Source: an optimization exercise on an open RTL-to-GDS flow (aim: small area and a short achievable clock period). Production flows keep margins and buffers that such runs may drop. Only simulation tests tie the RTL to the original design; equivalence was not proved.

==> flow/design.v, too long to show whole: its modules and the start of the top module <==
// module AddBK32: 124 lines
// module AddBK30: 112 lines
// module AddBK64: 250 lines
// module IncBK30: 85 lines
// module BoothMul32: 1692 lines
// module FA: 6 lines
// module HA: 6 lines
// module Datapath: 200 lines
module Datapath(Clk, Reset, PC_Counter, IM_out, DMem_Addr, DMem_WData, DMem_WMask, DMem_Read, DMem_RData,
                Reg_Write, RegWrite_or, Write_Reg);
  // ...
==> flow/run.sh <==
#!/bin/bash
# synth_recipe.tcl (not shown) runs the flow's synth.tcl, then flattens the netlist and writes it again
# the make line also repeats each setting of config.mk as NAME=value (left out here)
make -C /OpenROAD-flow-scripts/flow DESIGN_CONFIG=/design/flow/config.mk WORK_HOME=/design/flow/orfs CLKGATE_MAP_FILE= SYNTH_SCRIPT=/design/flow/synth_recipe.tcl finish
==> flow/config.mk <==
export PLATFORM = sky130hd
export DESIGN_NAME = Datapath
export DESIGN_NICKNAME = Datapath
export VERILOG_FILES = /design/flow/design.v
export SDC_FILE = /design/flow/constraint.sdc
export NUM_CORES = 4
export LEC_CHECK = 0
export CAP_MARGIN = 30
export CORE_MARGIN = 2
export CORE_UTILIZATION = 50
export SETUP_SLACK_MARGIN = 5
export SLEW_MARGIN = 30
export SYNTH_HIERARCHICAL = 1
export SYNTH_MINIMUM_KEEP_SIZE = 0
==> flow/constraint.sdc <==
create_clock -name core_clock -period 25.0 [get_ports {Clk}]
set_input_delay 5.0000 -clock core_clock [delete_from_list [all_inputs] [get_ports {Clk}]]
set_output_delay 5.0000 -clock core_clock [all_outputs]
set_load 0.01 [all_outputs]
==> parameters.txt, run 1 <==
Parameter                              Value

Synth
  Mean Syn Cell Area ... 11.6 um2
  Number of warnings reported in the yosys synthesis log ... 7

Route
  Detailed-route wire length per cell ... 40.7 um
  DR WL met2 ... 182 mm
  DRC marker count from the first detailed-route iteration ... 10500
  Number of nets with antenna violations after routing ... 0

Layout
  Number of sequential cells in the layout ... 1088
  Multi-In Gates ... 5790
  Register cell area after layout ... between 30000 and 40000 um2
  Fill count ... 15300

Clocking
  Clock-pin slew reported for the worst setup and hold paths after clock tree synthesis ... around 50 ps
  Number of buffers on the longest clock path ... 3
  Worst-Skew Late Latency ... between 800 and 900 ps

Status
  Outcome ... finished clean

STA
  Number of pins exceeding their max-slew limit in the final report ... 0

Min path
  Worst hold path endpoint ... PC[0]
  Worst min path class ... reg2reg

GRT
  Via count of the first global-routing pass ... approximately 72000

Die
  Die boundary height ... 431 um
==> module Datapath, before the edit <==
module Datapath(Clk, Reset, PC_Counter, IM_out, DMem_Addr, DMem_WData, DMem_WMask, DMem_Read, DMem_RData,
                Reg_Write, RegWrite_or, Write_Reg);
    input Clk, Reset;
    output wire [31:0] PC_Counter;
    input wire [31:0] IM_out;
    output wire [9:0] DMem_Addr;
    output wire [31:0] DMem_WData;
    output wire [3:0] DMem_WMask;
    output wire DMem_Read;
    input wire [31:0] DMem_RData;
    output wire [31:0] Reg_Write;
    output wire RegWrite_or;
    output wire [4:0] Write_Reg;
    reg [31:0] PC;
    reg [31:0] Hi, Lo;
    reg [31:0] RF [1:31];
    assign PC_Counter = PC;
    wire [5:0] op = IM_out[31:26];
    wire [5:0] fn = IM_out[5:0];
    wire [4:0] rs = IM_out[25:21];
    wire [4:0] rt = IM_out[20:16];
    wire [4:0] rd = IM_out[15:11];
    wire [4:0] sa = IM_out[10:6];
    wire [15:0] imm = IM_out[15:0];
    wire rtype = (op == 6'h00);
    wire f_sll  = rtype & (fn == 6'h00);
    wire f_srl  = rtype & (fn == 6'h02);    
    wire f_sra  = rtype & (fn == 6'h03);
    wire f_sllv = rtype & (fn == 6'h04);
    wire f_srlv = rtype & (fn == 6'h06);    
    wire f_srav = rtype & (fn == 6'h07);
    wire f_jr   = rtype & (fn == 6'h08);
    wire f_movz = rtype & (fn == 6'h0A);
    wire f_movn = rtype & (fn == 6'h0B);
    wire f_mfhi = rtype & (fn == 6'h10);
    wire f_mthi = rtype & (fn == 6'h11);
    wire f_mflo = rtype & (fn == 6'h12);
    wire f_mtlo = rtype & (fn == 6'h13);
    wire f_mult = rtype & (fn == 6'h18);
    wire f_multu= rtype & (fn == 6'h19);
    wire f_add  = rtype & ((fn == 6'h20) | (fn == 6'h21));
    wire f_sub  = rtype & (fn == 6'h22);
    wire f_and  = rtype & (fn == 6'h24);
    wire f_or   = rtype & (fn == 6'h25);
    wire f_xor  = rtype & (fn == 6'h26);
    wire f_nor  = rtype & (fn == 6'h27);
    wire f_slt  = rtype & ((fn == 6'h2A) | (fn == 6'h2B));
    wire o_regimm = (op == 6'h01);
    wire o_bltz = o_regimm & (rt == 5'd0);
    wire o_bgez = o_regimm & (rt == 5'd1);
    wire o_j    = (op == 6'h02);
    wire o_jal  = (op == 6'h03);
    wire o_beq  = (op == 6'h04);
    wire o_bne  = (op == 6'h05);
    wire o_blez = (op == 6'h06);
    wire o_bgtz = (op == 6'h07);
    wire o_addi = (op == 6'h08) | (op == 6'h09);
    wire o_slti = (op == 6'h0A) | (op == 6'h0B);
    wire o_andi = (op == 6'h0C);
    wire o_ori  = (op == 6'h0D);
    wire o_xori = (op == 6'h0E);
    wire o_lui  = (op == 6'h0F);
    wire o_sp2  = (op == 6'h1C);
    wire o_madd = o_sp2 & (fn == 6'h00);
    wire o_mul  = o_sp2 & (fn == 6'h02);
    wire o_msub = o_sp2 & ~(fn == 6'h00) & ~(fn == 6'h02);
    wire o_sp3  = (op == 6'h1F);            
    wire o_seh  = o_sp3 & (sa == 5'b11000);
    wire o_lb   = (op == 6'h20);
    wire o_lh   = (op == 6'h21);
    wire o_lw   = (op == 6'h23);
    wire o_sb   = (op == 6'h28);
    wire o_sh   = (op == 6'h29);
    wire o_sw   = (op == 6'h2B);
    wire is_load  = o_lb | o_lh | o_lw;
    wire is_store = o_sb | o_sh | o_sw;
    wire is_shift = f_sll | f_srl | f_sra | f_sllv | f_srlv | f_srav;
    wire is_mov   = f_movz | f_movn;
    wire [31:0] R1 = (rs == 5'd0) ? 32'd0 : RF[rs];
    wire [31:0] R2 = (rt == 5'd0) ? 32'd0 : RF[rt];
    wire use_imm = (op[5:3] == 3'b001) | is_load | is_store;
    wire zext    = o_andi | o_ori | o_xori;
    wire [31:0] IMMX = {{16{imm[15] & ~zext}}, imm};
    wire [31:0] B = use_imm ? IMMX : R2;
    wire do_sub = f_sub | f_slt | o_slti;
    wire [31:0] sum;
    wire sum_co;
    AddBK32 u_add(R1, do_sub ? ~B : B, do_sub, sum, sum_co);
    wire ltu = ~sum_co;                      
    wire lu_and = f_and | o_andi;
    wire lu_or  = f_or | o_ori;
    wire lu_xor = f_xor | o_xori;
    wire lu_eq  = o_beq | o_bne;             
    wire lu_nor = f_nor;
    wire lu_a   = is_mov;                    
    wire [3:0] tt = {lu_and | lu_or | lu_a, lu_or | lu_xor | lu_eq | lu_a, lu_or | lu_xor | lu_eq, lu_nor};
    wire [31:0] LU;
    genvar gl;
    generate for (gl = 0; gl < 32; gl = gl + 1) begin : g_lu
        assign LU[gl] = tt[{R1[gl], B[gl]}];
    end endgenerate
    wire var_sh = f_sllv | f_srlv | f_srav;
    wire [31:0] A = var_sh ? R1 : {27'd0, sa};
    wire [4:0] s = A[4:0];
    wire big  = |A[31:5];
    wire eq32 = (A[31:5] == 27'd1) & (s == 5'd0);
    wire sh_left = f_sll | f_sllv;
    wire sh_sra  = f_sra | f_srav;
    wire sh_rot  = (f_srl & IM_out[21]) | (f_srlv & IM_out[6]);
    wire [4:0] rot = sh_left ? (5'd0 - s) : s;
    wire [63:0] rr = {R2, R2} >> rot;
    wire [31:0] r = rr[31:0];
    reg  [31:0] therm;                       
    integer k;
    always @(*) for (k = 0; k < 32; k = k + 1) therm[k] = (k >= s);
    wire [31:0] keep;
    genvar gi;
    generate for (gi = 0; gi < 32; gi = gi + 1) begin : g_keep
        assign keep[gi] = sh_rot | (sh_left ? therm[gi] : therm[31 - gi]);
    end endgenerate
    wire fill = sh_sra & R2[31];
    wire zero_all = big & ~(eq32 & (sh_rot | sh_sra));
    wire sra32 = big & eq32 & sh_sra;
    wire [31:0] keep2 = keep & ~{32{sra32}};
    wire [31:0] x_sh = zero_all ? 32'd0 : ((keep2 & r) | (~keep2 & {32{fill}}));
    wire [63:0] P;
    BoothMul32 u_mul(R1, R2, P);
    wire [31:0] EA = sum;
    reg [31:0] LD;
    always @(*) begin
        if (o_lw) LD = DMem_RData;
        else if (o_lh) begin
            case (EA[1:0])
                2'b01: LD = {{16{DMem_RData[23]}}, DMem_RData[23:8]};
                2'b10: LD = {{16{DMem_RData[31]}}, DMem_RData[31:16]};
                default: LD = {{16{DMem_RData[15]}}, DMem_RData[15:0]};
            endcase
        end else begin
            case (EA[1:0])
                2'b00: LD = {{24{DMem_RData[7]}}, DMem_RData[7:0]};
                2'b01: LD = {{24{DMem_RData[15]}}, DMem_RData[15:8]};
                2'b10: LD = {{24{DMem_RData[23]}}, DMem_RData[23:16]};
                default: LD = {{24{DMem_RData[31]}}, DMem_RData[31:24]};
            endcase
        end
    end
    wire [29:0] pc_inc, pc_bt;
    wire bt_co;
    IncBK30 u_inc(PC[31:2], pc_inc);
    AddBK30 u_bt(PC[31:2], {{14{imm[15]}}, imm}, 1'b1, pc_bt, bt_co);
    wire [31:0] PC4 = {pc_inc, PC[1:0]};
    wire [31:0] BT = {pc_bt, PC[1:0]};      
    wire sel_lu  = lu_and | lu_or | lu_xor | lu_nor | lu_a;
    wire sel_sum = f_add | o_addi | f_sub;
    wire sel_slt = f_slt | o_slti;
    wire [31:0] WB0 = ({32{sel_lu}} & LU) | ({32{sel_sum}} & sum) | {31'd0, sel_slt & ltu} |
                      ({32{is_shift}} & x_sh) | ({32{o_lui}} & {imm, 16'd0}) |
                      ({32{o_sp3}} & (o_seh ? {{16{R2[15]}}, R2[15:0]} : {{24{R2[7]}}, R2[7:0]})) |
                      ({32{f_mfhi}} & Hi) | ({32{f_mflo}} & Lo) | ({32{o_jal}} & PC4) |
                      ({32{is_load}} & LD);
    wire [31:0] WB = o_mul ? P[31:0] : WB0;
    assign Reg_Write = WB;
    wire reg_write = f_add | f_sub | f_and | f_or | f_xor | f_nor | f_slt | is_shift |
                     f_mfhi | f_mflo | o_addi | o_slti | o_andi | o_ori | o_xori | o_lui |
                     is_load | o_mul | o_sp3 | o_jal;
    wire r2zero = (R2 == 32'd0);
    assign RegWrite_or = reg_write | (f_movn & r2zero) | (f_movz & ~r2zero);
    assign Write_Reg = o_jal ? 5'd31 : ((rtype | o_sp2 | o_sp3) ? rd : rt);
    always @(posedge Clk)
        if (RegWrite_or & (Write_Reg != 5'd0)) RF[Write_Reg] <= WB;
    wire [63:0] MX = {{32{P[31]}}, P[31:0]};
    wire [63:0] HLsum;
    wire hl_co;
    AddBK64 u_hl({Hi, Lo}, o_msub ? ~MX : MX, o_msub, HLsum, hl_co);
    always @(posedge Clk) begin
        if (f_mthi) Hi <= R1;
        else if (f_mult) Hi <= {32{P[31]}};
        else if (f_multu) Hi <= P[63:32];
        else if (o_madd | o_msub) Hi <= HLsum[63:32];
        if (f_mtlo) Lo <= sum;
        else if (f_mult | f_multu) Lo <= P[31:0];
        else if (o_madd | o_msub) Lo <= HLsum[31:0];
    end
    wire eq = (LU == 32'd0);                 
    wire r1zero = (R1 == 32'd0);
    wire taken = (o_beq & eq) | (o_bne & ~eq) | (o_bltz & R1[31]) | (o_bgez & ~R1[31]) |
                 (o_bgtz & ~R1[31] & ~r1zero) | (o_blez & (R1[31] | r1zero));
    wire [31:0] JT = {2'b00, PC4[31:28], IM_out[23:0], 2'b00};
    wire [31:0] NPC = f_jr ? R1 : ((o_j | o_jal) ? JT : (taken ? BT : PC4));
    always @(posedge Clk)
        PC <= Reset ? 32'd0 : NPC;
    assign DMem_Addr = EA[11:2];
    assign DMem_Read = is_load;
    assign DMem_WMask = o_sw ? 4'b1111 : o_sh ? 4'b0011 :
                        o_sb ? (4'b0001 << EA[1:0]) : 4'b0000;
    assign DMem_WData = {o_sb ? R2[7:0] : R2[31:24],
                         o_sb ? R2[7:0] : R2[23:16],
                         o_sb ? R2[7:0] : R2[15:8],
                         R2[7:0]};
endmodule
==> run 2, diff against run 1 <==
--- a/flow/design.v
+++ b/flow/design.v
@@ -1,3 +1,11 @@
+`timescale 1ns / 1ps
+module Mux32Bit2To1(out, inA, inB, sel);
+    output [31:0] out;
+    input [31:0] inA;
+    input [31:0] inB;
+    input sel;
+    assign out = sel ? inB : inA;
+endmodule
 module AddBK32(a, b, ci, s, co);
     input [31:0] a, b;
     input ci;
@@ -234,256 +242,6 @@
     assign s[29] = p[29] ^ g37;
     assign co = g52;
 endmodule
-module AddBK64(a, b, ci, s, co);
-    input [63:0] a, b;
-    input ci;
-    output [63:0] s;
-    output co;
-    wire [63:0] p = a ^ b;
-    wire g1 = (a[0] & b[0]) | (p[0] & ci);
-    wire g2 = (a[2] & b[2]) | (p[2] & (a[1] & b[1]));
-    wire q2 = p[2] & p[1];
-    wire g3 = (a[4] & b[4]) | (p[4] & (a[3] & b[3]));
-    wire q3 = p[4] & p[3];
-    wire g4 = (a[6] & b[6]) | (p[6] & (a[5] & b[5]));
-    wire q4 = p[6] & p[5];
-    wire g5 = (a[8] & b[8]) | (p[8] & (a[7] & b[7]));
-    wire q5 = p[8] & p[7];
-    wire g6 = (a[10] & b[10]) | (p[10] & (a[9] & b[9]));
-    wire q6 = p[10] & p[9];
-    wire g7 = (a[12] & b[12]) | (p[12] & (a[11] & b[11]));
-    wire q7 = p[12] & p[11];
-    wire g8 = (a[14] & b[14]) | (p[14] & (a[13] & b[13]));
-    wire q8 = p[14] & p[13];
-    wire g9 = (a[16] & b[16]) | (p[16] & (a[15] & b[15]));
-    wire q9 = p[16] & p[15];
-    wire g10 = (a[18] & b[18]) | (p[18] & (a[17] & b[17]));
-    wire q10 = p[18] & p[17];
-    wire g11 = (a[20] & b[20]) | (p[20] & (a[19] & b[19]));
-    wire q11 = p[20] & p[19];
-    wire g12 = (a[22] & b[22]) | (p[22] & (a[21] & b[21]));
-    wire q12 = p[22] & p[21];
-    wire g13 = (a[24] & b[24]) | (p[24] & (a[23] & b[23]));
-    wire q13 = p[24] & p[23];
-    wire g14 = (a[26] & b[26]) | (p[26] & (a[25] & b[25]));
-    wire q14 = p[26] & p[25];
-    wire g15 = (a[28] & b[28]) | (p[28] & (a[27] & b[27]));
-    wire q15 = p[28] & p[27];
-    wire g16 = (a[30] & b[30]) | (p[30] & (a[29] & b[29]));
-    wire q16 = p[30] & p[29];
-    wire g17 = (a[32] & b[32]) | (p[32] & (a[31] & b[31]));
-    wire q17 = p[32] & p[31];
-    wire g18 = (a[34] & b[34]) | (p[34] & (a[33] & b[33]));
-    wire q18 = p[34] & p[33];
-    wire g19 = (a[36] & b[36]) | (p[36] & (a[35] & b[35]));
-    wire q19 = p[36] & p[35];
-    wire g20 = (a[38] & b[38]) | (p[38] & (a[37] & b[37]));
-    wire q20 = p[38] & p[37];
-    wire g21 = (a[40] & b[40]) | (p[40] & (a[39] & b[39]));
-    wire q21 = p[40] & p[39];
-    wire g22 = (a[42] & b[42]) | (p[42] & (a[41] & b[41]));
-    wire q22 = p[42] & p[41];
-    wire g23 = (a[44] & b[44]) | (p[44] & (a[43] & b[43]));
-    wire q23 = p[44] & p[43];
-    wire g24 = (a[46] & b[46]) | (p[46] & (a[45] & b[45]));
-    wire q24 = p[46] & p[45];
-    wire g25 = (a[48] & b[48]) | (p[48] & (a[47] & b[47]));
-    wire q25 = p[48] & p[47];
-    wire g26 = (a[50] & b[50]) | (p[50] & (a[49] & b[49]));
-    wire q26 = p[50] & p[49];
-    wire g27 = (a[52] & b[52]) | (p[52] & (a[51] & b[51]));
-    wire q27 = p[52] & p[51];
-    wire g28 = (a[54] & b[54]) | (p[54] & (a[53] & b[53]));
-    wire q28 = p[54] & p[53];
-    wire g29 = (a[56] & b[56]) | (p[56] & (a[55] & b[55]));
-    wire q29 = p[56] & p[55];
-    wire g30 = (a[58] & b[58]) | (p[58] & (a[57] & b[57]));
-    wire q30 = p[58] & p[57];
-    wire g31 = (a[60] & b[60]) | (p[60] & (a[59] & b[59]));
-    wire q31 = p[60] & p[59];
-    wire g32 = (a[62] & b[62]) | (p[62] & (a[61] & b[61]));
-    wire q32 = p[62] & p[61];
-    wire g33 = g2 | (q2 & g1);
-    wire g34 = g4 | (q4 & g3);
-    wire q34 = q4 & q3;
-    wire g35 = g6 | (q6 & g5);
-    wire q35 = q6 & q5;
-    wire g36 = g8 | (q8 & g7);
-    wire q36 = q8 & q7;
-    wire g37 = g10 | (q10 & g9);
-    wire q37 = q10 & q9;
-    wire g38 = g12 | (q12 & g11);
-    wire q38 = q12 & q11;
-    wire g39 = g14 | (q14 & g13);
-    wire q39 = q14 & q13;
-    wire g40 = g16 | (q16 & g15);
-    wire q40 = q16 & q15;
-    wire g41 = g18 | (q18 & g17);
-    wire q41 = q18 & q17;
-    wire g42 = g20 | (q20 & g19);
-    wire q42 = q20 & q19;
-    wire g43 = g22 | (q22 & g21);
-    wire q43 = q22 & q21;
-    wire g44 = g24 | (q24 & g23);
-    wire q44 = q24 & q23;
-    wire g45 = g26 | (q26 & g25);
-    wire q45 = q26 & q25;
-    wire g46 = g28 | (q28 & g27);
-    wire q46 = q28 & q27;
-    wire g47 = g30 | (q30 & g29);
-    wire q47 = q30 & q29;
-    wire g48 = g32 | (q32 & g31);
-    wire q48 = q32 & q31;
-    wire g49 = g34 | (q34 & g33);
-    wire g50 = g36 | (q36 & g35);
-    wire q50 = q36 & q35;
-    wire g51 = g38 | (q38 & g37);
-    wire q51 = q38 & q37;
-    wire g52 = g40 | (q40 & g39);
-    wire q52 = q40 & q39;
-    wire g53 = g42 | (q42 & g41);
-    wire q53 = q42 & q41;
-    wire g54 = g44 | (q44 & g43);
-    wire q54 = q44 & q43;
-    wire g55 = g46 | (q46 & g45);
-    wire q55 = q46 & q45;
-    wire g56 = g48 | (q48 & g47);
-    wire q56 = q48 & q47;
-    wire g57 = g50 | (q50 & g49);
-    wire g58 = g52 | (q52 & g51);
-    wire q58 = q52 & q51;
-    wire g59 = g54 | (q54 & g53);
-    wire q59 = q54 & q53;
-    wire g60 = g56 | (q56 & g55);
-    wire q60 = q56 & q55;
-    wire g61 = g58 | (q58 & g57);
-    wire g62 = g60 | (q60 & g59);
-    wire q62 = q60 & q59;
-    wire g63 = g62 | (q62 & g61);
-    wire g64 = g59 | (q59 & g61);
-    wire g65 = g51 | (q51 & g57);
-    wire g66 = g53 | (q53 & g61);
-    wire g67 = g55 | (q55 & g64);
-    wire g68 = g35 | (q35 & g49);
-    wire g69 = g37 | (q37 & g57);
-    wire g70 = g39 | (q39 & g65);
-    wire g71 = g41 | (q41 & g61);
-    wire g72 = g43 | (q43 & g66);
-    wire g73 = g45 | (q45 & g64);
-    wire g74 = g47 | (q47 & g67);
-    wire g75 = g3 | (q3 & g33);
-    wire g76 = g5 | (q5 & g49);
-    wire g77 = g7 | (q7 & g68);
-    wire g78 = g9 | (q9 & g57);
-    wire g79 = g11 | (q11 & g69);
-    wire g80 = g13 | (q13 & g65);
-    wire g81 = g15 | (q15 & g70);
-    wire g82 = g17 | (q17 & g61);
-    wire g83 = g19 | (q19 & g71);
-    wire g84 = g21 | (q21 & g66);
-    wire g85 = g23 | (q23 & g72);
-    wire g86 = g25 | (q25 & g64);
-    wire g87 = g27 | (q27 & g73);
-    wire g88 = g29 | (q29 & g67);
-    wire g89 = g31 | (q31 & g74);
-    wire g90 = (a[1] & b[1]) | (p[1] & g1);
-    wire g91 = (a[3] & b[3]) | (p[3] & g33);
-    wire g92 = (a[5] & b[5]) | (p[5] & g75);
-    wire g93 = (a[7] & b[7]) | (p[7] & g49);
-    wire g94 = (a[9] & b[9]) | (p[9] & g76);
-    wire g95 = (a[11] & b[11]) | (p[11] & g68);
-    wire g96 = (a[13] & b[13]) | (p[13] & g77);
-    wire g97 = (a[15] & b[15]) | (p[15] & g57);
-    wire g98 = (a[17] & b[17]) | (p[17] & g78);
-    wire g99 = (a[19] & b[19]) | (p[19] & g69);
-    wire g100 = (a[21] & b[21]) | (p[21] & g79);
-    wire g101 = (a[23] & b[23]) | (p[23] & g65);
-    wire g102 = (a[25] & b[25]) | (p[25] & g80);
-    wire g103 = (a[27] & b[27]) | (p[27] & g70);
-    wire g104 = (a[29] & b[29]) | (p[29] & g81);
-    wire g105 = (a[31] & b[31]) | (p[31] & g61);
-    wire g106 = (a[33] & b[33]) | (p[33] & g82);
-    wire g107 = (a[35] & b[35]) | (p[35] & g71);
-    wire g108 = (a[37] & b[37]) | (p[37] & g83);
-    wire g109 = (a[39] & b[39]) | (p[39] & g66);
-    wire g110 = (a[41] & b[41]) | (p[41] & g84);
-    wire g111 = (a[43] & b[43]) | (p[43] & g72);
-    wire g112 = (a[45] & b[45]) | (p[45] & g85);
-    wire g113 = (a[47] & b[47]) | (p[47] & g64);
-    wire g114 = (a[49] & b[49]) | (p[49] & g86);
-    wire g115 = (a[51] & b[51]) | (p[51] & g73);
-    wire g116 = (a[53] & b[53]) | (p[53] & g87);
-    wire g117 = (a[55] & b[55]) | (p[55] & g67);
-    wire g118 = (a[57] & b[57]) | (p[57] & g88);
-    wire g119 = (a[59] & b[59]) | (p[59] & g74);
-    wire g120 = (a[61] & b[61]) | (p[61] & g89);
-    wire g121 = (a[63] & b[63]) | (p[63] & g63);
-    assign s[0] = p[0] ^ ci;
-    assign s[1] = p[1] ^ g1;
-    assign s[2] = p[2] ^ g90;
-    assign s[3] = p[3] ^ g33;
-    assign s[4] = p[4] ^ g91;
-    assign s[5] = p[5] ^ g75;
-    assign s[6] = p[6] ^ g92;
-    assign s[7] = p[7] ^ g49;
-    assign s[8] = p[8] ^ g93;
-    assign s[9] = p[9] ^ g76;
-    assign s[10] = p[10] ^ g94;
-    assign s[11] = p[11] ^ g68;
-    assign s[12] = p[12] ^ g95;
-    assign s[13] = p[13] ^ g77;
-    assign s[14] = p[14] ^ g96;
-    assign s[15] = p[15] ^ g57;
-    assign s[16] = p[16] ^ g97;
-    assign s[17] = p[17] ^ g78;
-    assign s[18] = p[18] ^ g98;
-    assign s[19] = p[19] ^ g69;
-    assign s[20] = p[20] ^ g99;
-    assign s[21] = p[21] ^ g79;
-    assign s[22] = p[22] ^ g100;
-    assign s[23] = p[23] ^ g65;
-    assign s[24] = p[24] ^ g101;
-    assign s[25] = p[25] ^ g80;
-    assign s[26] = p[26] ^ g102;
-    assign s[27] = p[27] ^ g70;
-    assign s[28] = p[28] ^ g103;
-    assign s[29] = p[29] ^ g81;
-    assign s[30] = p[30] ^ g104;
-    assign s[31] = p[31] ^ g61;
-    assign s[32] = p[32] ^ g105;
-    assign s[33] = p[33] ^ g82;
-    assign s[34] = p[34] ^ g106;
-    assign s[35] = p[35] ^ g71;
-    assign s[36] = p[36] ^ g107;
-    assign s[37] = p[37] ^ g83;
-    assign s[38] = p[38] ^ g108;
-    assign s[39] = p[39] ^ g66;
-    assign s[40] = p[40] ^ g109;
-    assign s[41] = p[41] ^ g84;
-    assign s[42] = p[42] ^ g110;
-    assign s[43] = p[43] ^ g72;
-    assign s[44] = p[44] ^ g111;
-    assign s[45] = p[45] ^ g85;
-    assign s[46] = p[46] ^ g112;
-    assign s[47] = p[47] ^ g64;
-    assign s[48] = p[48] ^ g113;
-    assign s[49] = p[49] ^ g86;
-    assign s[50] = p[50] ^ g114;
-    assign s[51] = p[51] ^ g73;
-    assign s[52] = p[52] ^ g115;
-    assign s[53] = p[53] ^ g87;
-    assign s[54] = p[54] ^ g116;
-    assign s[55] = p[55] ^ g67;
-    assign s[56] = p[56] ^ g117;
-    assign s[57] = p[57] ^ g88;
-    assign s[58] = p[58] ^ g118;
-    assign s[59] = p[59] ^ g74;
-    assign s[60] = p[60] ^ g119;
-    assign s[61] = p[61] ^ g89;
-    assign s[62] = p[62] ^ g120;
-    assign s[63] = p[63] ^ g63;
-    assign co = g121;
-endmodule
 module IncBK30(a, s);
     input [29:0] a;
     output [29:0] s;
@@ -569,6 +327,99 @@
     assign s[28] = a[28] ^ t30;
     assign s[29] = a[29] ^ t51;
 endmodule
+module IncBK32(a, s);
+    input [31:0] a;
+    output [31:0] s;
+    wire t1 = a[1] & a[0];
+    wire t2 = a[3] & a[2];
+    wire t3 = a[5] & a[4];
+    wire t4 = a[7] & a[6];
+    wire t5 = a[9] & a[8];
+    wire t6 = a[11] & a[10];
+    wire t7 = a[13] & a[12];
+    wire t8 = a[15] & a[14];
+    wire t9 = a[17] & a[16];
+    wire t10 = a[19] & a[18];
+    wire t11 = a[21] & a[20];
+    wire t12 = a[23] & a[22];
+    wire t13 = a[25] & a[24];
+    wire t14 = a[27] & a[26];
+    wire t15 = a[29] & a[28];
+    wire t16 = a[31] & a[30];
+    wire t17 = t2 & t1;
+    wire t18 = t4 & t3;
+    wire t19 = t6 & t5;
+    wire t20 = t8 & t7;
+    wire t21 = t10 & t9;
+    wire t22 = t12 & t11;
+    wire t23 = t14 & t13;
+    wire t24 = t16 & t15;
+    wire t25 = t18 & t17;
+    wire t26 = t20 & t19;
+    wire t27 = t22 & t21;
+    wire t28 = t24 & t23;
+    wire t29 = t26 & t25;
+    wire t30 = t28 & t27;
+    wire t31 = t30 & t29;
+    wire t32 = t27 & t29;
+    wire t33 = t19 & t25;
+    wire t34 = t21 & t29;
+    wire t35 = t23 & t32;
+    wire t36 = t3 & t17;
+    wire t37 = t5 & t25;
+    wire t38 = t7 & t33;
+    wire t39 = t9 & t29;
+    wire t40 = t11 & t34;
+    wire t41 = t13 & t32;
+    wire t42 = t15 & t35;
+    wire t43 = a[2] & t1;
+    wire t44 = a[4] & t17;
+    wire t45 = a[6] & t36;
+    wire t46 = a[8] & t25;
+    wire t47 = a[10] & t37;
+    wire t48 = a[12] & t33;
+    wire t49 = a[14] & t38;
+    wire t50 = a[16] & t29;
+    wire t51 = a[18] & t39;
+    wire t52 = a[20] & t34;
+    wire t53 = a[22] & t40;
+    wire t54 = a[24] & t32;
+    wire t55 = a[26] & t41;
+    wire t56 = a[28] & t35;
+    wire t57 = a[30] & t42;
+    assign s[0] = ~a[0];
+    assign s[1] = a[1] ^ a[0];
+    assign s[2] = a[2] ^ t1;
+    assign s[3] = a[3] ^ t43;
+    assign s[4] = a[4] ^ t17;
+    assign s[5] = a[5] ^ t44;
+    assign s[6] = a[6] ^ t36;
+    assign s[7] = a[7] ^ t45;
+    assign s[8] = a[8] ^ t25;
+    assign s[9] = a[9] ^ t46;
+    assign s[10] = a[10] ^ t37;
+    assign s[11] = a[11] ^ t47;
+    assign s[12] = a[12] ^ t33;
+    assign s[13] = a[13] ^ t48;
+    assign s[14] = a[14] ^ t38;
+    assign s[15] = a[15] ^ t49;
+    assign s[16] = a[16] ^ t29;
+    assign s[17] = a[17] ^ t50;
+    assign s[18] = a[18] ^ t39;
+    assign s[19] = a[19] ^ t51;
+    assign s[20] = a[20] ^ t34;
+    assign s[21] = a[21] ^ t52;
+    assign s[22] = a[22] ^ t40;
+    assign s[23] = a[23] ^ t53;
+    assign s[24] = a[24] ^ t32;
+    assign s[25] = a[25] ^ t54;
+    assign s[26] = a[26] ^ t41;
+    assign s[27] = a[27] ^ t55;
+    assign s[28] = a[28] ^ t35;
+    assign s[29] = a[29] ^ t56;
+    assign s[30] = a[30] ^ t42;
+    assign s[31] = a[31] ^ t57;
+endmodule
 module BoothMul32(X, Y, P);
     input [31:0] X, Y;
     output [63:0] P;
@@ -2434,8 +2285,9 @@
                       ({32{o_sp3}} & (o_seh ? {{16{R2[15]}}, R2[15:0]} : {{24{R2[7]}}, R2[7:0]})) |
                       ({32{f_mfhi}} & Hi) | ({32{f_mflo}} & Lo) | ({32{o_jal}} & PC4) |
                       ({32{is_load}} & LD);
-    wire [31:0] WB = o_mul ? P[31:0] : WB0;
-    assign Reg_Write = WB;
+    wire [31:0] WB;
+    Mux32Bit2To1 u_wb_out(Reg_Write, WB0, P[31:0], o_mul);
+    Mux32Bit2To1 u_wb_rf(WB, WB0, P[31:0], o_mul);
     wire reg_write = f_add | f_sub | f_and | f_or | f_xor | f_nor | f_slt | is_shift |
                      f_mfhi | f_mflo | o_addi | o_slti | o_andi | o_ori | o_xori | o_lui |
                      is_load | o_mul | o_sp3 | o_jal;
@@ -2444,18 +2296,24 @@
     assign Write_Reg = o_jal ? 5'd31 : ((rtype | o_sp2 | o_sp3) ? rd : rt);
     always @(posedge Clk)
         if (RegWrite_or & (Write_Reg != 5'd0)) RF[Write_Reg] <= WB;
-    wire [63:0] MX = {{32{P[31]}}, P[31:0]};
-    wire [63:0] HLsum;
-    wire hl_co;
-    AddBK64 u_hl({Hi, Lo}, o_msub ? ~MX : MX, o_msub, HLsum, hl_co);
+    wire [31:0] lo_sum;
+    wire lo_c;
+    AddBK32 u_lo(Lo, o_msub ? ~P[31:0] : P[31:0], o_msub, lo_sum, lo_c);
+    wire [31:0] hi_inc, hi_decn;
+    IncBK32 u_hinc(Hi, hi_inc);
+    IncBK32 u_hdec(~Hi, hi_decn);           
+    wire hm = P[31] ^ o_msub;
+    wire hi_up = lo_c & ~hm;
+    wire hi_dn = ~lo_c & hm;
+    wire [31:0] hi_acc = hi_up ? hi_inc : (hi_dn ? ~hi_decn : Hi);
     always @(posedge Clk) begin
         if (f_mthi) Hi <= R1;
         else if (f_mult) Hi <= {32{P[31]}};
         else if (f_multu) Hi <= P[63:32];
-        else if (o_madd | o_msub) Hi <= HLsum[63:32];
+        else if (o_madd | o_msub) Hi <= hi_acc;
         if (f_mtlo) Lo <= sum;
         else if (f_mult | f_multu) Lo <= P[31:0];
-        else if (o_madd | o_msub) Lo <= HLsum[31:0];
+        else if (o_madd | o_msub) Lo <= lo_sum;
     end
     wire eq = (LU == 32'd0);                 
     wire r1zero = (R1 == 32'd0);
--- a/flow/config.mk
+++ b/flow/config.mk
@@ -7,7 +7,7 @@
 export LEC_CHECK = 0
 export CAP_MARGIN = 30
 export CORE_MARGIN = 2
-export CORE_UTILIZATION = 50
+export CORE_UTILIZATION = 60
 export SETUP_SLACK_MARGIN = 5
 export SLEW_MARGIN = 30
 export SYNTH_HIERARCHICAL = 1
==> parameters.txt, run 2 <==
Parameter                              Value

Layout
  Register cell area after layout ... 32400 um2 (unchanged)
  Top register by number of flip-flops ... RF (unchanged)
  Fill count ... 11500 (was 15300)
  Share of final-layout standard cells stronger than drive strength 1 ... 0.156 (was 0.155)
  Area taken by multi-input logic gates ... 55200 um2 (was 55600 um2)
  Area Overhead vs Synth ... 8.10% (was 10.4%)
  Leading cell type in the layout, fill and taps excluded ... sky130_fd_sc_hd__edfxtp_1 (unchanged)
  Number of flip-flops in the largest register ... 992 (unchanged)
  Most frequent cells in the layout ... sky130_fd_sc_hd__edfxtp_1 (1056), sky130_fd_sc_hd__xnor2_1 (583), sky130_fd_sc_hd__a22oi_1 (572), sky130_fd_sc_hd__fa_1 (536), sky130_fd_sc_hd__nand2_1 (515) (was sky130_fd_sc_hd__edfxtp_1 (1056), sky130_fd_sc_hd__a22oi_1 (611), sky130_fd_sc_hd__xnor2_1 (580), sky130_fd_sc_hd__fa_1 (552), sky130_fd_sc_hd__mux2i_1 (522))
  Final standard cell area without fillers ... 99100 um2 (was 101000 um2)
  Number of nets in the final layout ... 8451 (was 8706)

STA
  Number of pins exceeding their max-slew limit in the final report ... 0 (unchanged)
  Max-slew headroom ... 0.189 (was 0.230)
  Least-Margin Pin Slew ... 1200 ps (was 1150 ps)
  Number of hold violations in the final report ... 0 (unchanged)
  Max Clock Skew ... 76.7 ps (was 82.6 ps)
  RSZ-0062 raised after global routing ... false (was true)
  Timing-limited maximum frequency ... 50.1 MHz (was 50.2 MHz)
  Fraction of the cycle the final worst path needs ... 0.799 (was 0.798)
  Count of endpoints failing setup in the final report ... 0 (unchanged)
  Period minus WS final ... 19960 ps (was 19940 ps)
  Sum of negative setup slack ... 0 ps (unchanged)

Route
  DRC marker count from the first detailed-route iteration ... 12600 (was 10500)
  Remaining DRCs ... 0 (unchanged)
  Length of the first detailed-routing pass in iterations ... 12 (was 7)
  Detailed-route wire length ... 384 mm (was 419 mm)
  Number of nets with antenna violations after routing ... 0 (unchanged)
  Via-to-Cell Ratio ... 7.63 (was 7.26)
  Detailed-route wire length per cell ... 39.5 um (was 40.7 um)
  Total via count in the routed design ... 74100 (was 74800)

Synth
  Mean Syn Cell Area ... 11.9 um2 (was 11.6 um2)
  Syn_nets ... 8585 (was 8750)
  Number of warnings reported in the yosys synthesis log ... 7 (unchanged)
  Count of mapped cells out of synthesis ... 7711 (was 7860)
  Post-synthesis instance area ... 91600 um2 (was 91200 um2)

Clocking
  CTS tree ... built (unchanged)
  TritonCTS buffer count ... 111 (was 116)
  Number of buffers on the longest clock path ... 3 (unchanged)
  Worst-Skew Late Latency ... 790 ps (was 810 ps)
  Root Driver ... sky130_fd_sc_hd__clkbuf_16 (unchanged)
  Clock tree sinks ... 1088 (unchanged)
  Clock-pin slew reported for the worst setup and hold paths after clock tree synthesis ... 60 ps (was 50 ps)
  CTS H-Tree Depth ... 3 (unchanged)

Setup path
  CP startpoint kind ... input pin (unchanged)
  Critical path start-end classification ... in2out (unchanged)
  Critical Path RT ... 20000 ps (about the same)
  Crit Path Max Fanout ... 19 (was 59)
  WP data arrival ... 14960 ps (was 14940 ps)
  Endpoint class of the critical path ... output pin (unchanged)

GRT
  Largest net degree at the start of global routing ... 92 (was 82)
  Total Routing Usage GR ... 0.484 (was 0.442)
  Overflow after GRT ... 0 (unchanged)
  Via count of the first global-routing pass ... 72200 (was 72100)
  Global-route wire length before repair ... 535 mm (was 575 mm)
  Number of antenna violations at the first check in global routing ... 18 (was 19)

Die
  Die boundary height ... 395 um (was 431 um)
  Floorplan die area ... 156000 um2 (was 186000 um2)
  Core area ... 152000 um2 (was 181000 um2)
  Row Count ... 143 (was 156)
  Floorplan die width ... 395 um (was 431 um)
  Starting density of the core ... 0.604 (was 0.504)
  Number of I/O pins ... 183 (unchanged)

Place
  Detailed placement HPWL ... 258 mm (was 285 mm)
  Standard cell area after detailed placement ... 95200 um2 (was 96200 um2)
  Gp weighted congestion ... 1.08 (was 1.03)
  Count of input and output buffers ... 182 (unchanged)

Min path
  Worst min path class ... reg2reg (unchanged)

Status
  Outcome ... finished clean (unchanged)

Run
  Max-capacitance violation count ... 0 (unchanged)
[run 2: final timing paths]
kind / slack, ps / cells after the start / start / endpoint
min reg2reg: 550 / 2 / PC[0] / PC[0]
min: 550 / 2 / PC[0] / PC[0]
max: 5040 / 27 / IM_out[19] / Reg_Write[30]
max reg2reg: 13090 / 33 / RF[11][23] / Hi[25]
[run 2: area by class of cell]
cell class | count | share of cell area
timing repair buffer | 465 | 0.0413
sequential | 1088 | 0.327
multi-input combinational | 5608 | 0.558
clock inverter | 72 | 0.00817
inverter | 303 | 0.0115
clock buffer | 129 | 0.0289
antenna | 12 | 0.000303
tap | 2030 | 0.0256
[run 2: what timing repair did]
item | CTS | global route
gates resized for setup | 9 | 29
setup buffers | 0 | 3
hold buffers | 0 | 0
setup endpoints to repair | 9 | 11
[run 2: routing by layer]
| layer | track usage | vias to the layer above | share of wire |
|---|---|---|---|
| met5 | 0.00123 | - | 0.00015 |
| met4 | 0.339 | 8 | 0.086 |
| met3 | 0.139 | 1663 | 0.14 |
| met2 | 0.708 | 6692 | 0.43 |
| met1 | 0.623 | 37000 | 0.34 |
| li1 | - | 28800 | - |
[run 2: through the flow]
stage,utilization,hold slack (ps),cells,setup slack [ps]
floorplan,-,500,7711,7630
global placement,0.627,546,9488,4680
detailed placement,0.627,537,9490,4550
CTS,0.652,546,9691,5000
global route,0.653,592,9697,4990
finish,0.653,552,9707,5040
[run 2: worst max-delay path, cell delays in order]
cell,delay [ps]
sky130_fd_sc_hd__buf_2,460
sky130_fd_sc_hd__inv_1,460
sky130_fd_sc_hd__buf_4,410
sky130_fd_sc_hd__a21oi_2,300
sky130_fd_sc_hd__buf_4,380
sky130_fd_sc_hd__a31oi_1,90
sky130_fd_sc_hd__o21ai_0,170
sky130_fd_sc_hd__and3_1,210
sky130_fd_sc_hd__buf_4,340
sky130_fd_sc_hd__ha_1,210
sky130_fd_sc_hd__nand2b_1,300
sky130_fd_sc_hd__clkinv_1,690
sky130_fd_sc_hd__buf_4,540
sky130_fd_sc_hd__xnor2_1,220
sky130_fd_sc_hd__fa_1,510
sky130_fd_sc_hd__fa_1,550
sky130_fd_sc_hd__fa_1,440
sky130_fd_sc_hd__fa_1,550
sky130_fd_sc_hd__fa_1,450
sky130_fd_sc_hd__ha_1,500
sky130_fd_sc_hd__nand4_1,190
sky130_fd_sc_hd__nor2_1,280
sky130_fd_sc_hd__o21ai_1,140
sky130_fd_sc_hd__a21oi_1,170
sky130_fd_sc_hd__xor2_1,490
sky130_fd_sc_hd__mux2_4,250
sky130_fd_sc_hd__clkdlybuf4s50_1,540
==> run 3, diff against run 2 <==
==> flow/flow/run.sh (new file) <==
#!/bin/bash
# The standard layout (standard.sh: the standard flow's synthesis and ORFS flow, unchanged
# scripts), with two layout settings given through the environment:
#  - the port buffers that buffer_ports inserts on every input and output are
#    buf_2 cells instead of the default delay-buffer cells.
# The make/ORFS output goes to standard.log here; ORFS's per-step logs are in
# orfs/logs/.
set -euo pipefail
export SETUP_SLACK_MARGIN=8
export BUFFER_PORTS_ARGS="-buffer_cell sky130_fd_sc_hd__buf_2"
bash standard.sh > standard.log 2>&1
==> flow/standard.sh (new file) <==
#!/bin/bash
# synth_recipe.tcl (not shown) runs the flow's synth.tcl, then flattens the netlist and writes it again
# the make line also repeats each setting of config.mk as NAME=value (left out here)
make -C /OpenROAD-flow-scripts/flow DESIGN_CONFIG=/design/flow/config.mk WORK_HOME=/design/flow/orfs CLKGATE_MAP_FILE= SYNTH_SCRIPT=/design/flow/synth_recipe.tcl "${@:-finish}"
--- a/flow/config.mk
+++ b/flow/config.mk
@@ -8,7 +8,7 @@
 export CAP_MARGIN = 30
 export CORE_MARGIN = 2
 export CORE_UTILIZATION = 60
-export SETUP_SLACK_MARGIN = 5
+export CTS_BUF_LIST = sky130_fd_sc_hd__clkbuf_8
 export SLEW_MARGIN = 30
 export SYNTH_HIERARCHICAL = 1
 export SYNTH_MINIMUM_KEEP_SIZE = 0
removed: flow/run.sh
==> parameters.txt, run 3 <==
Parameter                              Value

Layout
  Register cell area after layout ... 32400 um2 (unchanged)
  Area Overhead vs Synth ... 15.4% (was 8.10%)
  Final standard cell area without fillers ... 106000 um2 (was 99100 um2)
  Share of the core filled with cells in the final layout ... 0.697 (was 0.653)
  Top register by number of flip-flops ... RF (unchanged)
  Share of final-layout standard cells stronger than drive strength 1 ... 0.254 (was 0.156)
  Leading cell type in the layout, fill and taps excluded ... sky130_fd_sc_hd__edfxtp_1 (unchanged)
  Area taken by multi-input logic gates ... 57200 um2 (was 55200 um2)
  Number of nets in the final layout ... 8846 (was 8451)
  Number of flip-flops in the largest register ... 992 (unchanged)
  Most frequent cells in the layout ... sky130_fd_sc_hd__edfxtp_1 (1056), sky130_fd_sc_hd__xnor2_1 (567), sky130_fd_sc_hd__a22oi_1 (544), sky130_fd_sc_hd__nand2_1 (505), sky130_fd_sc_hd__fa_1 (503) (was sky130_fd_sc_hd__edfxtp_1 (1056), sky130_fd_sc_hd__xnor2_1 (583), sky130_fd_sc_hd__a22oi_1 (572), sky130_fd_sc_hd__fa_1 (536), sky130_fd_sc_hd__nand2_1 (515))
  Fill count ... 10600 (was 11500)

GRT
  Global-route wire length before repair ... 571 mm (was 535 mm)
  Number of antenna violations at the first check in global routing ... 25 (was 18)
  Overflow after GRT ... 0 (unchanged)
  Largest net degree at the start of global routing ... 66 (was 92)
  Via count of the first global-routing pass ... 75600 (was 72200)
  Total Routing Usage GR ... 0.520 (was 0.484)

Place
  Count of input and output buffers ... 182 (unchanged)
  Gp weighted congestion ... 1.05 (was 1.08)
  Standard cell area after detailed placement ... 94300 um2 (was 95200 um2)
  Detailed placement HPWL ... 258 mm (about the same)

STA
  Timing-limited maximum frequency ... 57.4 MHz (was 50.1 MHz)
  Fraction of the cycle the final worst path needs ... 0.697 (was 0.799)
  Max-slew headroom ... 0.235 (was 0.189)
  Number of hold violations in the final report ... 0 (unchanged)
  Least-Margin Pin Slew ... 1130 ps (was 1200 ps)
  Max Clock Skew ... 67.7 ps (was 76.7 ps)
  Sum of negative setup slack ... 0 ps (unchanged)
  Number of pins exceeding their max-slew limit in the final report ... 0 (unchanged)
  Period minus WS final ... 17430 ps (was 19960 ps)
  Count of endpoints failing setup in the final report ... 0 (unchanged)
  RSZ-0062 raised after global routing ... true (was false)

Setup path
  Critical path start-end classification ... in2out (unchanged)
  Crit Path Max Fanout ... 13 (was 19)
  Endpoint class of the critical path ... output pin (unchanged)
  Worst Setup SP ... IM_out[25] (was IM_out[19])
  Launch point of the worst reg-to-reg path ... RF[15][3] (was RF[11][23])
  WP data arrival ... 12430 ps (was 14960 ps)
  CP startpoint kind ... input pin (unchanged)
  Critical Path RT ... 20000 ps (about the same)

Die
  Core area ... 152000 um2 (unchanged)
  Number of I/O pins ... 183 (unchanged)
  Die boundary height ... 395 um (unchanged)
  Floorplan die width ... 395 um (unchanged)
  Starting density of the core ... 0.604 (unchanged)
  Floorplan die area ... 156000 um2 (unchanged)
  Row Count ... 143 (unchanged)

Synth
  Number of warnings reported in the yosys synthesis log ... 7 (unchanged)
  Post-synthesis instance area ... 91600 um2 (unchanged)
  Syn_nets ... 8585 (unchanged)
  Mean Syn Cell Area ... 11.9 um2 (unchanged)
  Count of mapped cells out of synthesis ... 7711 (unchanged)

Clocking
  TritonCTS buffer count ... 179 (was 111)
  Root Driver ... sky130_fd_sc_hd__clkbuf_8 (was sky130_fd_sc_hd__clkbuf_16)
  Number of buffers on the longest clock path ... 3 (unchanged)
  CTS H-Tree Depth ... 4 (was 3)
  Worst-Skew Late Latency ... 970 ps (was 790 ps)
  Clock-pin slew reported for the worst setup and hold paths after clock tree synthesis ... 60 ps (about the same)
  Clock tree sinks ... 1088 (unchanged)
  CTS tree ... built (unchanged)
  Hold-fix buffers at CTS ... 0 (unchanged)

Min path
  Worst min path class ... reg2reg (unchanged)
  Worst Min Path Start ... PC[1] (was PC[0])

Route
  DRC marker count from the first detailed-route iteration ... 14600 (was 12600)
  Length of the first detailed-routing pass in iterations ... 9 (was 12)
  Number of nets with antenna violations after routing ... 0 (unchanged)
  Detailed-route wire length per cell ... 40.8 um (was 39.5 um)
  Total via count in the routed design ... 77900 (was 74100)
  Remaining DRCs ... 0 (unchanged)
  Detailed-route wire length ... 414 mm (was 384 mm)
  Via-to-Cell Ratio ... 7.67 (was 7.63)

Status
  Outcome ... finished clean (unchanged)

Run
  Max-capacitance violation count ... 0 (unchanged)
[run 3: final timing paths]
| check | endpoint | slack [ps] | cells past startpoint |
|---|---|---|---|
| worst max register to register | Hi[13] | 14340 | 36 |
| worst min-delay path | PC[1] | 580 | 2 |
| worst max-delay path | Reg_Write[31] | 7570 | 23 |
| worst min register to register | PC[1] | 580 | 2 |
[run 3: critical path, stage by stage]
cell	delay [ps]
sky130_fd_sc_hd__buf_4	330
sky130_fd_sc_hd__buf_4	410
sky130_fd_sc_hd__nand2_4	360
sky130_fd_sc_hd__o22ai_1	430
sky130_fd_sc_hd__a21oi_1	100
sky130_fd_sc_hd__buf_4	230
sky130_fd_sc_hd__inv_1	310
sky130_fd_sc_hd__buf_4	330
sky130_fd_sc_hd__nand2_1	100
sky130_fd_sc_hd__o21ai_0	350
sky130_fd_sc_hd__fa_1	510
sky130_fd_sc_hd__fa_1	520
sky130_fd_sc_hd__fa_1	440
sky130_fd_sc_hd__fa_2	360
sky130_fd_sc_hd__fa_1	530
sky130_fd_sc_hd__fa_2	500
sky130_fd_sc_hd__ha_4	350
sky130_fd_sc_hd__nand3_2	100
sky130_fd_sc_hd__o41ai_2	370
sky130_fd_sc_hd__xor2_1	140
sky130_fd_sc_hd__buf_6	170
sky130_fd_sc_hd__mux2_4	280
sky130_fd_sc_hd__buf_2	140
[run 3: layout make-up]
| cell class | instances | share of cell area |
|---|---|---|
| clock inverters | 137 | 0.00788 |
| inverters | 303 | 0.0118 |
| multi-input cells | 5608 | 0.541 |
| repair buffers | 792 | 0.0856 |
| clock buffers | 181 | 0.0235 |
| flip-flops and latches | 1088 | 0.306 |
| diodes | 18 | 0.000426 |
| well taps | 2030 | 0.0240 |
[run 3: layer usage]
layer	part of all wire	vias to the layer above	track usage
met2	0.41	7799	0.737
met5	0.00051	-	0
li1	-	29700	-
met3	0.16	2222	0.195
met1	0.33	38200	0.644
met4	0.10	16	0.403
[run 3: stage by stage]
step                      setup slack (ps)  hold slack (ps)  cells
after floorplan                       8000              500   7711
after global placement                5010              550   9477
after detailed placement              4860              552   9481
after CTS                             7830              567  10000
after global routing                  7530              583  10100
final                                 7570              580  10200
[run 3: what timing repair did]
item / 4_1_cts / 5_1_grt
pin swaps: 71 / 81
resized for setup: 561 / 205
cloned: 71 / 9
setup endpoints to repair: 59 / 20
setup buffers: 162 / 98
==> run 4, diff against run 3 <==
--- a/flow/flow/run.sh
+++ b/flow/flow/run.sh
@@ -6,6 +6,6 @@
 # The make/ORFS output goes to standard.log here; ORFS's per-step logs are in
 # orfs/logs/.
 set -euo pipefail
-export SETUP_SLACK_MARGIN=8
+export SETUP_SLACK_MARGIN=7.5
 export BUFFER_PORTS_ARGS="-buffer_cell sky130_fd_sc_hd__buf_2"
 bash standard.sh > standard.log 2>&1
==> parameters.txt, run 4 <==
Parameter                              Value

Layout
  Share of final-layout standard cells stronger than drive strength 1 ... 0.232 (was 0.254)
  Top register by number of flip-flops ... RF (unchanged)
  Most frequent cells in the layout ... sky130_fd_sc_hd__edfxtp_1 (1056), sky130_fd_sc_hd__xnor2_1 (567), sky130_fd_sc_hd__a22oi_1 (553), sky130_fd_sc_hd__fa_1 (522), sky130_fd_sc_hd__nand2_1 (509) (was sky130_fd_sc_hd__edfxtp_1 (1056), sky130_fd_sc_hd__xnor2_1 (567), sky130_fd_sc_hd__a22oi_1 (544), sky130_fd_sc_hd__nand2_1 (505), sky130_fd_sc_hd__fa_1 (503))
  Area Overhead vs Synth ... 12.6% (was 15.4%)
  Final Non-Filler Cells ... 10000 (was 10200)
  Share of the core filled with cells in the final layout ... 0.680 (was 0.697)
  Number of flip-flops in the largest register ... 992 (unchanged)
  Number of nets in the final layout ... 8739 (was 8846)
  Final standard cell area without fillers ... 103000 um2 (was 106000 um2)
  Leading cell type in the layout, fill and taps excluded ... sky130_fd_sc_hd__edfxtp_1 (unchanged)

GRT
  Global-route wire length before repair ... 555 mm (was 571 mm)
  Number of antenna violations at the first check in global routing ... 30 (was 25)
  Overflow after GRT ... 0 (unchanged)
  Largest net degree at the start of global routing ... 73 (was 66)
  Total Routing Usage GR ... 0.506 (was 0.520)
  Via count of the first global-routing pass ... 73800 (was 75600)

Die
  Row Count ... 143 (unchanged)
  Floorplan die width ... 395 um (unchanged)
  Core area ... 152000 um2 (unchanged)
  Die boundary height ... 395 um (unchanged)
  Floorplan die area ... 156000 um2 (unchanged)
  Number of I/O pins ... 183 (unchanged)
  Starting density of the core ... 0.604 (unchanged)

Run
  Max-capacitance violation count ... 0 (unchanged)

STA
  Least-Margin Pin Slew ... 1150 ps (was 1130 ps)
  Worst hold slack across all endpoints ... 600 ps (was 580 ps)
  Count of endpoints failing setup in the final report ... 0 (unchanged)
  Sum of negative setup slack ... 0 ps (unchanged)
  Timing-limited maximum frequency ... 56.6 MHz (was 57.4 MHz)
  Number of hold violations in the final report ... 0 (unchanged)
  Fraction of the cycle the final worst path needs ... 0.706 (was 0.697)
  Max-slew headroom ... 0.228 (was 0.235)
  Period minus WS final ... 17660 ps (was 17430 ps)
  Max Clock Skew ... 94.4 ps (was 67.7 ps)
  RSZ-0062 raised after global routing ... true (unchanged)
  Number of pins exceeding their max-slew limit in the final report ... 0 (unchanged)

Route
  Detailed-route wire length per cell ... 40.4 um (was 40.8 um)
  Remaining DRCs ... 0 (unchanged)
  Number of nets with antenna violations after routing ... 0 (unchanged)
  Detailed-route wire length ... 406 mm (was 414 mm)
  DRC marker count from the first detailed-route iteration ... 13300 (was 14600)
  Via-to-Cell Ratio ... 7.63 (was 7.67)
  Length of the first detailed-routing pass in iterations ... 12 (was 9)
  Total via count in the routed design ... 76700 (was 77900)

Place
  Number of placed cells counting well taps ... 9483 (was 9481)
  Detailed placement HPWL ... 261 mm (was 258 mm)
  Count of input and output buffers ... 182 (unchanged)
  Standard cell area after detailed placement ... 94300 um2 (about the same)
  Gp weighted congestion ... 1.06 (was 1.05)

Setup path
  CP startpoint kind ... input pin (unchanged)
  WP data arrival ... 12660 ps (was 12430 ps)
  Maximum cell stage delay along the critical path ... 570 ps (was 530 ps)
  Critical path start-end classification ... in2out (unchanged)
  Crit Path Max Fanout ... 16 (was 13)
  Endpoint class of the critical path ... output pin (unchanged)
  Critical Path RT ... 20000 ps (about the same)
  CP max-delay cell ... sky130_fd_sc_hd__xnor2_1 (was sky130_fd_sc_hd__fa_1)

Clocking
  Clock tree sinks ... 1088 (unchanged)
  Worst-Skew Late Latency ... 990 ps (was 970 ps)
  Number of buffers on the longest clock path ... 3 (unchanged)
  TritonCTS buffer count ... 176 (was 179)
  Root Driver ... sky130_fd_sc_hd__clkbuf_8 (unchanged)
  CTS H-Tree Depth ... 4 (unchanged)
  Clock-pin slew reported for the worst setup and hold paths after clock tree synthesis ... 60 ps (about the same)
  CTS tree ... built (unchanged)

Synth
  Count of mapped cells out of synthesis ... 7711 (unchanged)
  Number of warnings reported in the yosys synthesis log ... 7 (unchanged)
  Mean Syn Cell Area ... 11.9 um2 (unchanged)
  Syn_nets ... 8585 (unchanged)
  Post-synthesis instance area ... 91600 um2 (unchanged)

Status
  Outcome ... finished clean (unchanged)

Min path
  Worst min path class ... reg2reg (unchanged)
[run 4: changes by cell type in the layout (fill, tap and decap cells not counted), moves of 18 or more]
cell,previous run,this run
sky130_fd_sc_hd__buf_12,78,44
sky130_fd_sc_hd__bufbuf_16,51,33
sky130_fd_sc_hd__fa_2,33,14
sky130_fd_sc_hd__buf_4,371,339
sky130_fd_sc_hd__fa_1,503,522
[run 4: final timing paths]
check | startpoint | to | slack, ps | cells after the start
worst max-delay path | IM_out[16] | Reg_Write[18] | 7340 | 28
worst min-delay path | PC[0] | PC[0] | 600 | 2
worst max register to register | RF[11][3] | Hi[5] | 13890 | 38
worst min register to register | PC[0] | PC[0] | 600 | 2
[run 4: per-layer routing]
| metal | track usage | up-vias | wire length [um] |
|---|---|---|---|
| met5 | 0 | - | 103 |
| met3 | 0.168 | 2063 | 62700 |
| met2 | 0.731 | 7492 | 172000 |
| li1 | - | 29400 | - |
| met1 | 0.631 | 37700 | 132000 |
| met4 | 0.382 | 16 | 38800 |
[run 4: critical path: cells and delay by family]
kind / cells / cell delay (ps)
adders and majority gates: 4 / 1870
AOI/OAI and AO/OA: 7 / 1680
buffers and inverters: 9 / 1610
and+or+nand+nor: 4 / 910
xor gates and xnor gates: 2 / 880
muxes: 2 / 660
[run 4: cell type report]
| type | count | area (um2) |
|---|---|---|
| inverters | 303 | 1250 |
| diodes | 20 | 50.0 |
| clock inverters | 133 | 786 |
| multi-input cells | 5608 | 56600 |
| repair buffers | 688 | 7180 |
| fillers | 11000 | 48600 |
| well taps | 2030 | 2540 |
| flip-flops and latches | 1088 | 32400 |
| clock buffers | 177 | 2440 |
[run 4: per-stage QoR]
| stage | setup WS [ps] |
|---|---|
| finish | 7340 |
| floorplan | 7630 |
| CTS | 7440 |
| global route | 7280 |
| detailed placement | 4530 |
| global placement | 4400 |
[run 4: what timing repair did]
item | 4_1_cts | 5_1_grt
pin swaps | 21 | 76
endpoints found under the setup margin | 32 | 19
gates cloned | 36 | 16
setup buffers | 78 | 103
gates resized for setup | 354 | 205
hold buffers | 0 | 0
==> run 5, diff against run 4 <==
--- a/flow/flow/run.sh
+++ b/flow/flow/run.sh
@@ -6,6 +6,6 @@
 # The make/ORFS output goes to standard.log here; ORFS's per-step logs are in
 # orfs/logs/.
 set -euo pipefail
-export SETUP_SLACK_MARGIN=7.5
+export SETUP_SLACK_MARGIN=7
 export BUFFER_PORTS_ARGS="-buffer_cell sky130_fd_sc_hd__buf_2"
 bash standard.sh > standard.log 2>&1
==> parameters.txt, run 5 <==
Parameter                              Value

Status
  Outcome ... finished clean (unchanged)

STA
  Count of endpoints failing setup in the final report ... 0 (unchanged)
  Worst hold slack across all endpoints ... 605 ps (was 600 ps)
  Number of hold violations in the final report ... 0 (unchanged)
  Max-slew headroom ... 0.172 (was 0.228)
  RSZ-0062 raised after global routing ... true (unchanged)
  Max Clock Skew ... 87.9 ps (was 94.4 ps)
  Period minus WS final ... 18080 ps (was 17660 ps)
  Least-Margin Pin Slew ... 1230 ps (was 1150 ps)
  Sum of negative setup slack ... 0 ps (unchanged)
  Timing-limited maximum frequency ... 55.3 MHz (was 56.6 MHz)
  Fraction of the cycle the final worst path needs ... 0.723 (was 0.706)
  Number of pins exceeding their max-slew limit in the final report ... 0 (unchanged)

Route
  Remaining DRCs ... 0 (unchanged)
  Via-to-Cell Ratio ... 7.57 (was 7.63)
  Number of nets with antenna violations after routing ... 0 (unchanged)
  Total via count in the routed design ... 75000 (was 76700)
  Length of the first detailed-routing pass in iterations ... 11 (was 12)
  Detailed-route wire length ... 395 mm (was 406 mm)
  Detailed-route wire length per cell ... 39.9 um (was 40.4 um)
  DRC marker count from the first detailed-route iteration ... 12400 (was 13300)

Layout
  Top register by number of flip-flops ... RF (unchanged)
  Most frequent cells in the layout ... sky130_fd_sc_hd__edfxtp_1 (1056), sky130_fd_sc_hd__xnor2_1 (582), sky130_fd_sc_hd__a22oi_1 (571), sky130_fd_sc_hd__fa_1 (536), sky130_fd_sc_hd__nand2_1 (511) (was sky130_fd_sc_hd__edfxtp_1 (1056), sky130_fd_sc_hd__xnor2_1 (567), sky130_fd_sc_hd__a22oi_1 (553), sky130_fd_sc_hd__fa_1 (522), sky130_fd_sc_hd__nand2_1 (509))
  Leading cell type in the layout, fill and taps excluded ... sky130_fd_sc_hd__edfxtp_1 (unchanged)
  Share of final-layout standard cells stronger than drive strength 1 ... 0.203 (was 0.232)
  Number of flip-flops in the largest register ... 992 (unchanged)
  Number of nets in the final layout ... 8600 (was 8739)
  Share of the core filled with cells in the final layout ... 0.661 (was 0.680)
  Area Overhead vs Synth ... 9.52% (was 12.6%)

Setup path
  CP startpoint kind ... input pin (unchanged)
  Reg-to-reg endpoint ... Hi[21] (was Hi[5])
  Endpoint class of the critical path ... output pin (unchanged)
  Crit Path Max Fanout ... 27 (was 16)
  Cell-by-cell listing of the critical path ... buf_4, buf_4, nand2b_2, buf_4, o22ai_1, a21oi_1, inv_1, buf_4, buf_4, a22oi_1, xnor2_1, ha_1, fa_1, fa_1, fa_1, fa_1, fa_1, ha_1, nand3_1, o41ai_2, xor2_1, buf_6, mux2_2, buf_2
  Number of cells traversed by the worst register-to-register path ... 32 (was 38)
  Maximum cell stage delay along the critical path ... 540 ps (was 570 ps)
  Critical path start-end classification ... in2out (unchanged)
  Setup slack on the worst flop-to-flop path ... 13640 ps (was 13890 ps)
  Launch point of the worst reg-to-reg path ... RF[15][13] (was RF[11][3])
  Critical Path RT ... 20000 ps (about the same)
  CP max-delay cell ... sky130_fd_sc_hd__nand2b_2 (was sky130_fd_sc_hd__xnor2_1)
  WP data arrival ... 13080 ps (was 12660 ps)

GRT
  Via count of the first global-routing pass ... 73200 (was 73800)
  Layer with the highest usage ... met2 (unchanged)
  Total Routing Usage GR ... 0.496 (was 0.506)
  Number of antenna violations at the first check in global routing ... 27 (was 30)
  Global-route wire length before repair ... 546 mm (was 555 mm)
  Largest net degree at the start of global routing ... 73 (unchanged)
  GRT met1 Usage ... 0.621 (was 0.631)
  Met2 Usage GRT ... 0.724 (was 0.731)
  Met3 track demand over resource ... 0.162 (was 0.168)
  Overflow after GRT ... 0 (unchanged)

Synth
  Syn_nets ... 8585 (unchanged)
  Count of mapped cells out of synthesis ... 7711 (unchanged)
  Number of warnings reported in the yosys synthesis log ... 7 (unchanged)
  Post-synthesis instance area ... 91600 um2 (unchanged)
  Mean Syn Cell Area ... 11.9 um2 (unchanged)

Die
  Floorplan die area ... 156000 um2 (unchanged)
  Floorplan die width ... 395 um (unchanged)
  Die boundary height ... 395 um (unchanged)
  Starting density of the core ... 0.604 (unchanged)
  Core area ... 152000 um2 (unchanged)
  Number of I/O pins ... 183 (unchanged)
  Row Count ... 143 (unchanged)

Clocking
  Number of buffers on the longest clock path ... 3 (unchanged)
  Worst-Skew Late Latency ... 980 ps (was 990 ps)
  Clock-pin slew reported for the worst setup and hold paths after clock tree synthesis ... 60 ps (about the same)
  Hold-fix buffers at CTS ... 0 (unchanged)
  CTS H-Tree Depth ... 4 (unchanged)
  TritonCTS buffer count ... 176 (unchanged)
  CTS tree ... built (unchanged)
  Clock tree sinks ... 1088 (unchanged)
  Root Driver ... sky130_fd_sc_hd__clkbuf_8 (unchanged)

Min path
  Worst Min Path Start ... PC[0] (unchanged)
  Worst hold path endpoint ... PC[0] (unchanged)
  Worst min path class ... reg2reg (unchanged)
  Worst hold stages ... 2 (unchanged)

Place
  Detailed placement HPWL ... 261 mm (unchanged)
  Gp weighted congestion ... 1.06 (unchanged)
  Count of input and output buffers ... 182 (unchanged)

Run
  Max-capacitance violation count ... 0 (unchanged)
## run 5: final cells by class
type / count / area [um2]
well taps: 2030 / 2540
flip-flops and latches: 1088 / 32400
inverters: 303 / 1210
multi-input cells: 5608 / 55700
diodes: 13 / 32.5
fillers: 11400 / 51400
repair buffers: 549 / 5280
clock buffers: 177 / 2440
clock inverters: 133 / 786
## run 5: worst max path at each step
stage / slack [ps] / startpoint / depth (start not counted) / end
floorplan: 7630 / IM_out[16] / 29 / Reg_Write[31]
global placement: 4400 / IM_out[18] / 25 / Reg_Write[31]
detailed placement: 4530 / IM_out[17] / 28 / Reg_Write[31]
CTS: 7000 / IM_out[16] / 26 / Reg_Write[28]
global route: 6940 / IM_out[24] / 23 / Reg_Write[31]
finish: 6920 / IM_out[24] / 24 / Reg_Write[31]
## run 5: per-layer routing
| metal | vias to the layer above | routed length (um) |
|---|---|---|
| li1 | 29100 | - |
| met5 | - | 128 |
| met3 | 1823 | 58500 |
| met1 | 37100 | 132000 |
| met2 | 6888 | 169000 |
| met4 | 16 | 35800 |
## run 5: metrics by stage
step / instances / worst slack (ps) / instance area, um2
3_3_place_gp: 9478 / 4400 / 94200
3_5_place_dp: 9483 / 4530 / 94300
4_1_cts: 9845 / 7000 / 99400
5_1_grt: 9891 / 6940 / 100000
6_report: 9901 / 6920 / 100000
2_1_floorplan: 7711 / 7630 / 91600
## run 5: timing repair
| action | in CTS | in global routing |
|---|---|---|
| setup endpoints to repair | 26 | 9 |
| setup buffers | 32 | 31 |
| pin swaps | 9 | 15 |
| gates cloned | 20 | 11 |
| resized for setup | 230 | 76 |
## run 5: worst max-delay path: cells and delay by family
| family | cells | cell delay, ps |
|---|---|---|
| adder cells (fa/ha/maj) | 7 | 3080 |
| multiplexers | 1 | 190 |
| buffers and inverters | 8 | 2190 |
| XOR/XNOR | 2 | 520 |
| AND/OR/NAND/NOR | 2 | 760 |
| AO/OA/AOI/OAI | 4 | 1290 |

separate check: timing with driven ports:
The flow's constraints put no driver on any port. The routed layouts listed below were extracted and timed again, unchanged, in two steps.
Step 1 assumes that a clkbuf_16 drives the clock port and a buf_2 every other input.
Step 2 moves the port delays by t, midway between the first and last clock arrival at a register: inputs arrive t later, outputs are due t later. That takes back most of the time a late clock gives input paths.
Three values: ideal, step 1, step 2; two values: the first two.
| run | t (ns) | slack for setup (ns) | clock arrival spread, ns | slew at the worst register clock pin (ns) | cell pins on the clock port's net |
|---|---|---|---|---|---|
| run 1 | 0.861 | 5.060 / 4.885 / 4.885 | 0.082 / 0.083 | 0.07 / 0.07 | 1 |
| run 2 | 0.839 | 5.036 / 5.010 / 5.010 | 0.077 / 0.077 | 0.08 / 0.08 | 1 |
| run 3 | 1.020 | 7.571 / 7.288 / 7.288 | 0.068 / 0.068 | 0.07 / 0.07 | 1 |
| run 4 | 1.020 | 7.339 / 7.050 / 7.050 | 0.095 / 0.095 | 0.08 / 0.08 | 1 |
| run 5 | 1.015 | 6.918 / 6.707 / 6.707 | 0.088 / 0.088 | 0.08 / 0.08 | 1 |
After both steps setup and hold are still met in every run listed. For run 4, which loses most, drivers alone change the setup slack by -0.289 ns; drivers and shift together by -0.289 ns.
